What follows belongs to an exercise in optimizing a design on an open flow for small area, a short achievable clock period and few clock cycles per item; a production flow would make more cautious choices.

== rev 12 ==
Design FPU, start of the top module:
module FPU(
input [31:0] Data1,
input [31:0] Data2,
input Clock,
input Reset,
input In_Data_Valid,
input Op,
output reg [31:0] Data_Out,
output reg Out_Data_Valid
);
Size in the first run: about 100 I/O pins, roughly 31,000 um2 of cells after synthesis.
Settings: LEC_CHECK=0, CAP_MARGIN=20, CORE_MARGIN=2, CORE_UTILIZATION=55, CTS_CLUSTER_DIAMETER=120, CTS_CLUSTER_SIZE=28, PLACE_DENSITY=0.65, SLEW_MARGIN=20, SYNTH_HIERARCHICAL=1, SYNTH_MINIMUM_KEEP_SIZE=0, TNS_END_PERCENT=5; clock period 15.0 ns.
standard.sh (not shown) runs the stock make flow with config.mk's settings and CLKGATE_MAP_FILE= SYNTH_SCRIPT=/design/flow/synth_recipe.tcl, a recipe that flattens the netlist after the stock synthesis.
==> flow/flow/run.sh <==
#!/bin/bash
set -euo pipefail
bash standard.sh SETUP_SLACK_MARGIN=10.9 'BUFFER_PORTS_ARGS=-buffer_cell sky130_fd_sc_hd__buf_1' finish > standard.log 2>&1
Edits applied to the flow inputs when going from rev 12 to rev 13:
diff --git a/flow/design.v b/flow/design.v
--- a/flow/design.v
+++ b/flow/design.v
@@ -627,28 +627,32 @@
 input Clock,
 input Reset,
 input In_Data_Valid,
 input Op,
 output reg [31:0] Data_Out,
 output reg Out_Data_Valid
 );
-reg [31:0] a0, b0;
-reg [23:0] am0;
+reg [31:0] a0;
+reg [31:23] b0;
+reg [23:0] ab0;
+reg mz2_0, andz0;
 reg [11:0] one0, two0, neg0;
 reg b23_0, ha0;
 reg op0;
 wire [25:0] be = {1'b0, |Data2[30:23], Data2[22:0], 1'b0};
 integer i;
 reg [2:0] vp;
 always @(posedge Clock) begin
 	a0 <= Data1;
-	b0 <= Data2;
+	b0 <= Data2[31:23];
 	op0 <= Op;
 	ha0 <= |Data1[30:23];
-	am0 <= Op ? {|Data1[30:23], Data1[22:0]} : 24'd0;
+	ab0 <= Op ? {|Data1[30:23], Data1[22:0]} : {|Data2[30:23], Data2[22:0]};
+	mz2_0 <= ~|Data2[22:0];
+	andz0 <= ~|(Data1[30:0] & Data2[30:0]);
 	b23_0 <= Op & (|Data2[30:23]);
 	for (i = 0; i < 12; i = i + 1) begin
 		one0[i] <= Op & (be[2*i+1] ^ be[2*i]);
 		two0[i] <= Op & ((be[2*i+2] & ~be[2*i+1] & ~be[2*i]) | (~be[2*i+2] & be[2*i+1] & be[2*i]));
 		neg0[i] <= Op & be[2*i+2];
 	end
 end
@@ -661,38 +665,39 @@
 	Out_Data_Valid <= vp[2];
 end
 wire s1 = a0[31];
 wire s2 = b0[31];
 wire [7:0] e1 = a0[30:23];
 wire [7:0] e2 = b0[30:23];
 wire [23:0] MA = {ha0, a0[22:0]};
-wire [23:0] MB = {|e2, b0[22:0]};
+wire [23:0] MB = ab0;    
 wire addm = ~op0;
-wire swap = b0[30:0] > a0[30:0];
+wire swap = {e2, ab0[22:0]} > a0[30:0];
 wire ge = e1 >= e2;
 wire [7:0] d = ge ? (e1 - e2) : (e2 - e1);
 wire [7:0] eL = ge ? e1 : e2;
 wire [23:0] ML = swap ? MB : {|e1, a0[22:0]};
-wire [23:0] MS = swap ? {|e1, a0[22:0]} : MB;
+wire [23:0] MSe = ge ? MB : {|e1, a0[22:0]};
+wire [23:0] MS0 = swap ? {|e1, a0[22:0]} : MB;
 wire sub = addm & (s1 ^ s2);
-wire [23:0] MSs = (op0 || d > 8'd23) ? 24'd0 : (MS >> d[4:0]);
+wire [23:0] MSs = (op0 || d > 8'd23) ? 24'd0 : ((d == 8'd0) ? MS0 : (MSe >> d[4:0]));
 wire [47:0] A0 = {1'b0, ML & {24{addm}}, sub, 22'd0};
 wire [47:0] A1 = {sub, MSs ^ {24{sub}}, sub, 22'd0};
 wire [47:0] r0, r1;
-mul24 mul(.a(MA), .a2(am0), .one(one0), .two(two0), .neg(neg0), .b23(b23_0), .en(op0),
+mul24 mul(.a(MA), .a2(ab0), .one(one0), .two(two0), .neg(neg0), .b23(b23_0), .en(op0),
 	.x0(A0[47:22]), .x1(A1[47:22]), .r0(r0), .r1(r1));
 wire [9:0] expm = {2'b00, e1} + {2'b00, e2} - 10'd127;
 wire [9:0] base = op0 ? expm : {2'b00, eL};
 wire [9:0] thr = base - 10'd254;
 wire ff1 = &e1;
 wire ff2 = &e2;
 wire mz1 = ~|a0[22:0];
-wire mz2 = ~|b0[22:0];
+wire mz2 = mz2_0;
 wire z1 = ~|a0[30:0];
-wire z2 = ~|b0[30:0];
+wire z2 = ~|e2 & mz2_0;
 wire nan = (ff1 & ~mz1) | (ff2 & ~mz2);
 wire inf1 = ff1 & mz1;
 wire inf2 = ff2 & mz2;
 wire efa = nan | (inf1 & inf2 & (s1 ^ s2));
 wire efm = nan | (z1 & inf2) | (z2 & inf1);
 wire [9:0] bp = base + 10'd1;
 reg [47:0] row0, row1;
@@ -708,15 +713,15 @@
 	negx1 <= bp[9];
 	thrv1 <= ~thr[9] & (thr <= 10'd24);
 	thrge1 <= ~thr[9] & (thr >= 10'd25);
 	op1 <= op0;
 	sg1 <= op0 ? (s1 ^ s2) : (swap ? s2 : s1);
 	ef1 <= op0 ? efm : efa;
 	nzand1 <= ~z1 & ~z2;
-	andz1 <= ~|(a0[30:0] & b0[30:0]);
+	andz1 <= andz0;
 end
 wire [47:0] X = row0 + row1;
 reg [47:0] X2;
 reg [7:0] bp2;
 reg men2, negx2;
 reg thrv2, thrge2;
 reg op2, sg2, ef2, nzand2, andz2;
==> summary.txt <==
Rev 13: all stages complete, timing, DRC and antenna checks passed. Rev 12 did not stop at any stage, and its layout met the timing, DRC and antenna checks. Going from rev 12 to rev 13, global-route wire length before repair higher; biggest cell delay along the critical path higher; cell area after layout higher; routed length on met1 higher. Between rev 12 and rev 13, the flow reports post-synthesis cell area increasing slightly. Between rev 13 and rev 12, area growth from synthesis to final layout is lower for rev 13, rev 12 comes in above that. | sequential area share after synthesis | higher: rev 12 |. Between rev 13 and rev 12, share of the cycle needed by the critical path after routing is higher for rev 13, rev 12 comes in under that. Rev 12 → rev 13: sum of buffers and inverters on the critical path now smaller; worst-case headroom to the max-slew limit now smaller; sequential cell area now smaller.
No functional check of the RTL was part of any run of this note.

## afterwards: timing with drivers on the ports
The flow's constraints put no driver on any port. The routed layouts listed below were extracted and timed again, unchanged, in two steps.
Step 1: set_driving_cell puts a clkbuf_16 on Clock and a buf_2 on each other input, an assumption about the parent block.
Step 2, shift: input delay + t, output delay - t, t = (earliest + latest rising clock arrival at the registers) / 2. This alone moves slack from input paths to output paths.
Slacks: ideal / step 1 / step 2; pairs: ideal / step 1.
run | t (ns) | slack for setup (ns) | worst data-port slew with drivers (ns)
rev 12 | 0.621 | 10.803 / 10.803 / 10.803 | 0.07
rev 13 | 0.615 | 10.770 / 10.770 / 10.643 | 0.04
After both steps every run listed still meets setup and hold. The setup slack of rev 13, which loses most, moves by 0.000 ns with the drivers and by -0.127 ns with both steps.
